Background: an optimization exercise with open tools, aiming at small area and a short achievable clock period. Do not read the settings as production practice.
Function was checked by simulation only, so behaviour that the tests miss may differ from the original.
Power figures rest on the tool's default switching activity, not on a simulated workload.

==> 05-11 <==
==> flow/design.v (excerpt) <==
module fc_head #(
    parameter DATA_WIDTH = 16,
    parameter NUM_INPUTS = 1024,
    parameter NUM_OUTPUTS = 4
)(
    input clk,
    input rst,
    input [DATA_WIDTH-1:0] myinput,
    input [DATA_WIDTH*NUM_OUTPUTS-1:0] myweights,
    input myinputValid,
    output [DATA_WIDTH*NUM_OUTPUTS-1:0] softmax_out,
    output softmax_valid,
    output [7:0] led_control,
    output [DATA_WIDTH*NUM_OUTPUTS-1:0] logits
);
    reg [9:0] input_count;
    reg [63:0] weights;
    reg last0, last1, last2, last3, logit_valid, rst_d, clr;
    reg [7:0] b_one, b_two, b_neg;
    reg [7:0] b_one_n, b_two_n, b_neg_n;
    wire take = myinputValid && !rst;
    wire [16:0] xe = {myinput, 1'b0};
    wire [7:0] e_one, e_two, e_neg;
    genvar i;
    generate
        for (i = 0; i < 8; i = i + 1) begin : booth
            assign e_one[i] = xe[2*i+1] ^ xe[2*i];
            assign e_two[i] = (xe[2*i+2] & ~xe[2*i+1] & ~xe[2*i]) | (~xe[2*i+2] & xe[2*i+1] & xe[2*i]);
            assign e_neg[i] = xe[2*i+2];
        end
    endgenerate
    always @(posedge clk) begin
        b_one <= take ? e_one : 8'd0;
        b_two <= take ? e_two : 8'd0;
        b_neg <= take ? e_neg : 8'd0;
        b_one_n <= ~(take ? e_one : 8'd0);
        b_two_n <= ~(take ? e_two : 8'd0);
        b_neg_n <= ~(take ? e_neg : 8'd0);
        weights <= myweights;
        rst_d <= rst;
        clr <= rst_d || last1;
        if (rst) begin
            input_count <= 0;
            last0 <= 0;
            last1 <= 0;
            last2 <= 0;
            last3 <= 0;
            logit_valid <= 0;
        end else begin
            if (myinputValid)
                input_count <= input_count + 1;
            last0 <= myinputValid && (input_count == NUM_INPUTS-1);
            last1 <= last0;
            last2 <= last1;
  ...
Settings: LEC_CHECK=0, ABC_CLOCK_PERIOD_IN_PS=1500, CAP_MARGIN=20, CORE_MARGIN=2, CORE_UTILIZATION=40, SETUP_SLACK_MARGIN=5.0, SLEW_MARGIN=20; clock period 8.0 ns.
run.sh (not shown) runs the stock make flow with config.mk's settings and CLKGATE_MAP_FILE= SYNTH_SCRIPT=/design/flow/synth_recipe.tcl, a recipe that flattens the netlist after the stock synthesis.
==> inputs of 07-12, as changes to 05-11 <==
--- a/flow/design.v
+++ b/flow/design.v
@@ -4,39 +4,43 @@
 )(
     input clk,
     input [7:0] one,         
     input [7:0] two,         
     input [7:0] neg,         
+    input x_nz,              
+    input x_sign,            
     input [15:0] weight,     
     input clr,               
+    input fin,               
     output reg [15:0] logit
 );
     wire [31:0] ts, tc;
     mul_tree tree (.one(one), .two(two), .neg(neg), .w(weight), .ps(ts), .pc(tc));
-    reg [31:0] ps, pc, p;
-    wire [32:0] p_next;
-    add_bk #(.W(32)) padd (.a(ps), .b(pc), .s(p_next));
+    reg [31:0] ps, pc;
+    reg psg;
     always @(posedge clk) begin
         ps <= ts;
         pc <= tc;
-        p <= p_next[31:0];
+        psg <= x_nz && (|weight) && (x_sign ^ weight[15]);
     end
     reg [31:0] acc;
     reg [17:0] tot;
+    wire [31:0] x3 = acc ^ ps ^ pc;
+    wire [31:0] c3 = (acc & ps) | (acc & pc) | (ps & pc);
     wire [32:0] s;
-    add_pfx #(.W(32)) add (.a(acc), .b(p), .s(s));
-    wire ovf = (acc[31] == p[31]) && (s[31] != acc[31]);
+    add_pfx #(.W(32)) add (.a(x3), .b({c3[30:0], 1'b0}), .s(s));
+    wire ovf = (acc[31] == psg) && (s[31] != acc[31]);
     wire [31:0] r = ovf ? {acc[31], {31{~acc[31]}}} : s[31:0];
     always @(posedge clk) begin
         acc <= clr ? 32'd0 : r;
-        if (clr)
-            tot <= r[31:14];
+        tot <= r[31:14];
     end
     wire [18:0] u = {tot[17], tot} + {{3{BIAS[15]}}, BIAS};
     always @(posedge clk)
-        logit <= (u[18:15] == 4'b0000 || u[18:15] == 4'b1111) ? u[15:0] :
-                 u[18] ? 16'h8000 : 16'h7FFF;
+        if (fin)
+            logit <= (u[18:15] == 4'b0000 || u[18:15] == 4'b1111) ? u[15:0] :
+                     u[18] ? 16'h8000 : 16'h7FFF;
 endmodule
 module add_pfx #(
     parameter W = 32
 )(
     input [W-1:0] a,
@@ -62,42 +66,10 @@
             end
         end
     endgenerate
     assign s = {G[W*L+W-1], P[W-1:0] ^ {G[W*L+W-2:W*L], 1'b0}};
 endmodule
-module add_bk #(
-    parameter W = 32
-)(
-    input [W-1:0] a,
-    input [W-1:0] b,
-    output [W:0] s
-);
-    localparam L = $clog2(W);
-    localparam NS = 2 * L - 1;
-    wire [W*(NS+1)-1:0] G, P;
-    assign G[W-1:0] = a & b;
-    assign P[W-1:0] = a ^ b;
-    genvar st, i;
-    generate
-        for (st = 0; st < NS; st = st + 1) begin : pfx
-            localparam integer LV = (st < L) ? st : (2 * L - 2 - st);
-            localparam integer D = 1 << LV;
-            for (i = 0; i < W; i = i + 1) begin : bt
-                localparam integer NODE = (st < L) ? (((i + 1) % (2 * D)) == 0) :
-                                          ((((i + 1) % (2 * D)) == D) && (i >= 2 * D));
-                if (NODE) begin : merge
-                    assign G[W*(st+1)+i] = G[W*st+i] | (P[W*st+i] & G[W*st+i-D]);
-                    assign P[W*(st+1)+i] = P[W*st+i] & P[W*st+i-D];
-                end else begin : pass
-                    assign G[W*(st+1)+i] = G[W*st+i];
-                    assign P[W*(st+1)+i] = P[W*st+i];
-                end
-            end
-        end
-    endgenerate
-    assign s = {G[W*NS+W-1], P[W-1:0] ^ {G[W*NS+W-2:W*NS], 1'b0}};
-endmodule
 module mul_tree (
     input  [7:0] one,
     input  [7:0] two,
     input  [7:0] neg,
     input  [15:0] w,
@@ -606,29 +578,25 @@
                     s[3] ? 3'd1 : 3'd0;
     wire [3:0] r0 = rank(i0);
     wire [3:0] r1 = rank(i1);
     wire [3:0] r2 = rank(i2);
     wire [3:0] r3 = rank(i3);
-    reg g10, g20, g30, g21, g31, g32;
-    wire [1:0] cls = (g30 && g31 && g32) ? 2'd3 :
-                     (g20 && g21) ? 2'd2 :
-                     g10 ? 2'd1 : 2'd0;
+    wire [3:0] m01 = (r1 > r0) ? r1 : r0;
+    wire c01 = r1 > r0;
+    wire [3:0] m23 = (r3 > r2) ? r3 : r2;
+    wire c23 = r3 > r2;
+    wire hi = m23 > m01;     
+    wire [1:0] cls = hi ? {1'b1, c23} : {1'b0, c01};
     reg [3:0] led;
     assign led_control = {4'b0000, led};
     reg valid_d;
     wire [15:0] n0 = e0 >> sh;
     wire [15:0] n1 = e1 >> sh;
     wire [15:0] n2 = e2 >> sh;
     wire [15:0] n3 = e3 >> sh;
     always @(posedge clk) begin
         p01 <= p01_next;
-        g10 <= r1 > r0;
-        g20 <= r2 > r0;
-        g30 <= r3 > r0;
-        g21 <= r2 > r1;
-        g31 <= r3 > r1;
-        g32 <= r3 > r2;
         p23 <= p23_next;
         valid_d <= !rst && in_valid;
         out <= {1'b0, n3[14:0], 1'b0, n2[14:0], 1'b0, n1[14:0], 1'b0, n0[14:0]};
         led <= 4'b0001 << cls;
         valid <= !rst && valid_d;
@@ -650,13 +618,13 @@
     output [7:0] led_control,
     output [DATA_WIDTH*NUM_OUTPUTS-1:0] logits
 );
     reg [9:0] input_count;
     reg [63:0] weights;
-    reg last0, last1, last2, last3, logit_valid, rst_d, clr;
+    reg last0, last1, fin, clr, logit_valid;
     reg [7:0] b_one, b_two, b_neg;
-    reg [7:0] b_one_n, b_two_n, b_neg_n;
+    reg x_nz, x_sign;
     wire take = myinputValid && !rst;
     wire [16:0] xe = {myinput, 1'b0};
     wire [7:0] e_one, e_two, e_neg;
     genvar i;
     generate
@@ -668,45 +636,44 @@
     endgenerate
     always @(posedge clk) begin
         b_one <= take ? e_one : 8'd0;
         b_two <= take ? e_two : 8'd0;
         b_neg <= take ? e_neg : 8'd0;
-        b_one_n <= ~(take ? e_one : 8'd0);
-        b_two_n <= ~(take ? e_two : 8'd0);
-        b_neg_n <= ~(take ? e_neg : 8'd0);
+        x_nz <= take && (|myinput);
+        x_sign <= myinput[15];
         weights <= myweights;
-        rst_d <= rst;
-        clr <= rst_d || last1;
+        clr <= rst || last0;
         if (rst) begin
             input_count <= 0;
             last0 <= 0;
             last1 <= 0;
-            last2 <= 0;
-            last3 <= 0;
+            fin <= 0;
             logit_valid <= 0;
         end else begin
             if (myinputValid)
                 input_count <= input_count + 1;
             last0 <= myinputValid && (input_count == NUM_INPUTS-1);
             last1 <= last0;
-            last2 <= last1;
-            last3 <= last2;
-            logit_valid <= last3;
+            fin <= last1;
+            logit_valid <= fin;
         end
     end
     localparam [63:0] BIASES = {16'h003C, 16'h0001, 16'hFFD1, 16'h0006};
     generate
         for (i = 0; i < NUM_OUTPUTS; i = i + 1) begin : output_layer
             neuron #(
                 .BIAS(BIASES[(i+1)*DATA_WIDTH-1 -: DATA_WIDTH])
             ) neuron_output (
                 .clk(clk),
-                .one(i < 2 ? b_one : ~b_one_n),
-                .two(i < 2 ? b_two : ~b_two_n),
-                .neg(i < 2 ? b_neg : ~b_neg_n),
+                .one(b_one),
+                .two(b_two),
+                .neg(b_neg),
+                .x_nz(x_nz),
+                .x_sign(x_sign),
                 .weight(weights[(i+1)*DATA_WIDTH-1 -: DATA_WIDTH]),
                 .clr(clr),
+                .fin(fin),
                 .logit(logits[(i+1)*DATA_WIDTH-1 -: DATA_WIDTH])
             );
         end
     endgenerate
     Softmax softmax_inst (
==> flow/config.mk (replaced) <==
export PLATFORM = sky130hd
export DESIGN_NAME = fc_head
export DESIGN_NICKNAME = fc_head
export VERILOG_FILES = /design/flow/design.v
export SDC_FILE = /design/flow/constraint.sdc
export NUM_CORES = 4
export LEC_CHECK = 0
export ABC_AREA = 1
export CAP_MARGIN = 20
export CORE_MARGIN = 2
export CORE_UTILIZATION = 40
export SETUP_SLACK_MARGIN = 4.5
export SLEW_MARGIN = 20
==> inputs of 12-09, as changes to 05-11 <==
--- a/flow/design.v
+++ b/flow/design.v
@@ -4,39 +4,43 @@
 )(
     input clk,
     input [7:0] one,         
     input [7:0] two,         
     input [7:0] neg,         
+    input x_nz,              
+    input x_sign,            
     input [15:0] weight,     
     input clr,               
+    input fin,               
     output reg [15:0] logit
 );
     wire [31:0] ts, tc;
     mul_tree tree (.one(one), .two(two), .neg(neg), .w(weight), .ps(ts), .pc(tc));
-    reg [31:0] ps, pc, p;
-    wire [32:0] p_next;
-    add_bk #(.W(32)) padd (.a(ps), .b(pc), .s(p_next));
+    reg [31:0] ps, pc;
+    reg psg;
     always @(posedge clk) begin
         ps <= ts;
         pc <= tc;
-        p <= p_next[31:0];
+        psg <= x_nz && (|weight) && (x_sign ^ weight[15]);
     end
     reg [31:0] acc;
     reg [17:0] tot;
+    wire [31:0] x3 = acc ^ ps ^ pc;
+    wire [31:0] c3 = (acc & ps) | (acc & pc) | (ps & pc);
     wire [32:0] s;
-    add_pfx #(.W(32)) add (.a(acc), .b(p), .s(s));
-    wire ovf = (acc[31] == p[31]) && (s[31] != acc[31]);
+    add_pfx #(.W(32)) add (.a(x3), .b({c3[30:0], 1'b0}), .s(s));
+    wire ovf = (acc[31] == psg) && (s[31] != acc[31]);
     wire [31:0] r = ovf ? {acc[31], {31{~acc[31]}}} : s[31:0];
     always @(posedge clk) begin
         acc <= clr ? 32'd0 : r;
-        if (clr)
-            tot <= r[31:14];
+        tot <= r[31:14];
     end
     wire [18:0] u = {tot[17], tot} + {{3{BIAS[15]}}, BIAS};
     always @(posedge clk)
-        logit <= (u[18:15] == 4'b0000 || u[18:15] == 4'b1111) ? u[15:0] :
-                 u[18] ? 16'h8000 : 16'h7FFF;
+        if (fin)
+            logit <= (u[18:15] == 4'b0000 || u[18:15] == 4'b1111) ? u[15:0] :
+                     u[18] ? 16'h8000 : 16'h7FFF;
 endmodule
 module add_pfx #(
     parameter W = 32
 )(
     input [W-1:0] a,
@@ -62,42 +66,10 @@
             end
         end
     endgenerate
     assign s = {G[W*L+W-1], P[W-1:0] ^ {G[W*L+W-2:W*L], 1'b0}};
 endmodule
-module add_bk #(
-    parameter W = 32
-)(
-    input [W-1:0] a,
-    input [W-1:0] b,
-    output [W:0] s
-);
-    localparam L = $clog2(W);
-    localparam NS = 2 * L - 1;
-    wire [W*(NS+1)-1:0] G, P;
-    assign G[W-1:0] = a & b;
-    assign P[W-1:0] = a ^ b;
-    genvar st, i;
-    generate
-        for (st = 0; st < NS; st = st + 1) begin : pfx
-            localparam integer LV = (st < L) ? st : (2 * L - 2 - st);
-            localparam integer D = 1 << LV;
-            for (i = 0; i < W; i = i + 1) begin : bt
-                localparam integer NODE = (st < L) ? (((i + 1) % (2 * D)) == 0) :
-                                          ((((i + 1) % (2 * D)) == D) && (i >= 2 * D));
-                if (NODE) begin : merge
-                    assign G[W*(st+1)+i] = G[W*st+i] | (P[W*st+i] & G[W*st+i-D]);
-                    assign P[W*(st+1)+i] = P[W*st+i] & P[W*st+i-D];
-                end else begin : pass
-                    assign G[W*(st+1)+i] = G[W*st+i];
-                    assign P[W*(st+1)+i] = P[W*st+i];
-                end
-            end
-        end
-    endgenerate
-    assign s = {G[W*NS+W-1], P[W-1:0] ^ {G[W*NS+W-2:W*NS], 1'b0}};
-endmodule
 module mul_tree (
     input  [7:0] one,
     input  [7:0] two,
     input  [7:0] neg,
     input  [15:0] w,
@@ -606,29 +578,25 @@
                     s[3] ? 3'd1 : 3'd0;
     wire [3:0] r0 = rank(i0);
     wire [3:0] r1 = rank(i1);
     wire [3:0] r2 = rank(i2);
     wire [3:0] r3 = rank(i3);
-    reg g10, g20, g30, g21, g31, g32;
-    wire [1:0] cls = (g30 && g31 && g32) ? 2'd3 :
-                     (g20 && g21) ? 2'd2 :
-                     g10 ? 2'd1 : 2'd0;
+    wire [3:0] m01 = (r1 > r0) ? r1 : r0;
+    wire c01 = r1 > r0;
+    wire [3:0] m23 = (r3 > r2) ? r3 : r2;
+    wire c23 = r3 > r2;
+    wire hi = m23 > m01;     
+    wire [1:0] cls = hi ? {1'b1, c23} : {1'b0, c01};
     reg [3:0] led;
     assign led_control = {4'b0000, led};
     reg valid_d;
     wire [15:0] n0 = e0 >> sh;
     wire [15:0] n1 = e1 >> sh;
     wire [15:0] n2 = e2 >> sh;
     wire [15:0] n3 = e3 >> sh;
     always @(posedge clk) begin
         p01 <= p01_next;
-        g10 <= r1 > r0;
-        g20 <= r2 > r0;
-        g30 <= r3 > r0;
-        g21 <= r2 > r1;
-        g31 <= r3 > r1;
-        g32 <= r3 > r2;
         p23 <= p23_next;
         valid_d <= !rst && in_valid;
         out <= {1'b0, n3[14:0], 1'b0, n2[14:0], 1'b0, n1[14:0], 1'b0, n0[14:0]};
         led <= 4'b0001 << cls;
         valid <= !rst && valid_d;
@@ -650,13 +618,14 @@
     output [7:0] led_control,
     output [DATA_WIDTH*NUM_OUTPUTS-1:0] logits
 );
     reg [9:0] input_count;
     reg [63:0] weights;
-    reg last0, last1, last2, last3, logit_valid, rst_d, clr;
+    reg last0, last1, fin, clr, logit_valid;
     reg [7:0] b_one, b_two, b_neg;
     reg [7:0] b_one_n, b_two_n, b_neg_n;
+    reg x_nz, x_sign;
     wire take = myinputValid && !rst;
     wire [16:0] xe = {myinput, 1'b0};
     wire [7:0] e_one, e_two, e_neg;
     genvar i;
     generate
@@ -671,28 +640,27 @@
         b_two <= take ? e_two : 8'd0;
         b_neg <= take ? e_neg : 8'd0;
         b_one_n <= ~(take ? e_one : 8'd0);
         b_two_n <= ~(take ? e_two : 8'd0);
         b_neg_n <= ~(take ? e_neg : 8'd0);
+        x_nz <= take && (|myinput);
+        x_sign <= myinput[15];
         weights <= myweights;
-        rst_d <= rst;
-        clr <= rst_d || last1;
+        clr <= rst || last0;
         if (rst) begin
             input_count <= 0;
             last0 <= 0;
             last1 <= 0;
-            last2 <= 0;
-            last3 <= 0;
+            fin <= 0;
             logit_valid <= 0;
         end else begin
             if (myinputValid)
                 input_count <= input_count + 1;
             last0 <= myinputValid && (input_count == NUM_INPUTS-1);
             last1 <= last0;
-            last2 <= last1;
-            last3 <= last2;
-            logit_valid <= last3;
+            fin <= last1;
+            logit_valid <= fin;
         end
     end
     localparam [63:0] BIASES = {16'h003C, 16'h0001, 16'hFFD1, 16'h0006};
     generate
         for (i = 0; i < NUM_OUTPUTS; i = i + 1) begin : output_layer
@@ -701,12 +669,15 @@
             ) neuron_output (
                 .clk(clk),
                 .one(i < 2 ? b_one : ~b_one_n),
                 .two(i < 2 ? b_two : ~b_two_n),
                 .neg(i < 2 ? b_neg : ~b_neg_n),
+                .x_nz(x_nz),
+                .x_sign(x_sign),
                 .weight(weights[(i+1)*DATA_WIDTH-1 -: DATA_WIDTH]),
                 .clr(clr),
+                .fin(fin),
                 .logit(logits[(i+1)*DATA_WIDTH-1 -: DATA_WIDTH])
             );
         end
     endgenerate
     Softmax softmax_inst (
--- a/flow/config.mk
+++ b/flow/config.mk
@@ -7,7 +7,9 @@
 export LEC_CHECK = 0
 export ABC_CLOCK_PERIOD_IN_PS = 1500
 export CAP_MARGIN = 20
 export CORE_MARGIN = 2
 export CORE_UTILIZATION = 40
-export SETUP_SLACK_MARGIN = 5.0
+export CTS_CLUSTER_DIAMETER = 80
+export CTS_CLUSTER_SIZE = 30
+export SETUP_SLACK_MARGIN = 4.55
 export SLEW_MARGIN = 20
==> results.txt <==
|  | 12-09 | 07-12 | 05-11 |
|---|---|---|---|
| Capturing element of the worst setup path | output_layer[0].neuron_output.acc[25] | output_layer[1].neuron_output.acc[24] | output_layer[3].neuron_output.pc[19] |
| Slowest stage delay, CP | 570 ps | 410 ps | 570 ps |
| Netlist area before placement | 50,200 sq um | 50,600 sq um | 55,400 sq um |
| Flip-flop and latch power | 5.52 mW | 5.34 mW | 7.47 mW |
| Leakage | 24.1 nW | 27.9 nW | 29.8 nW |
| Synth Area in XOR/XNOR | 0.123 | 0.120 | 0.122 |
| Worst path required time | 8570 ps | 8530 ps | 8650 ps |
| Complex-gate fraction of the synthesized area | 0.151 | 0.106 | 0.152 |
| Dpl cell area | 53,400 sq um | 53,900 sq um | 58,800 sq um |
| Met3 routed wirelength | 12,300 microns | 14,100 microns | 14,600 microns |
| Combined buffer and inverter count along the critical path | 5 | 5 | 4 |
| Status | complete, no violations | complete, no violations | complete, no violations |
| H-tree depth reported by CTS | 2 | 3 | 3 |
| Worst skew pair latency | 670 ps | 690 ps | 720 ps |

==> static timing again, ports no longer ideal <==
The flow's constraints put no driver on any port. The routed layouts listed below were extracted and timed again, unchanged, in two steps. Step 1 (the two cells are an assumption about what drives the block):
set clk [get_ports {clk}]
set_driving_cell -lib_cell sky130_fd_sc_hd__clkbuf_16 $clk
set_driving_cell -lib_cell sky130_fd_sc_hd__buf_2 [delete_from_list [all_inputs] $clk]
Step 2 also shifts input and output timing later by t, the mid clock arrival at the registers, as if the neighbouring blocks saw the same clock. Slacks: ideal / step 1 / step 2; pairs: ideal / step 1.
| run | shift t [ns] | slack for setup (ns) | worst register clock-pin slew, ns |
|---|---|---|---|
| 05-11 | 0.778 | 4.827 / 4.827 / 4.600 | 0.07 / 0.07 |
| 07-12 | 0.746 | 4.508 / 4.498 / 4.508 | 0.07 / 0.07 |
| 12-09 | 0.728 | 4.431 / 4.431 / 4.431 | 0.11 / 0.11 |
After both steps setup and hold are still met in every run listed. The setup slack of 05-11, which loses most, moves by 0.000 ns with the drivers and by -0.227 ns with both steps.
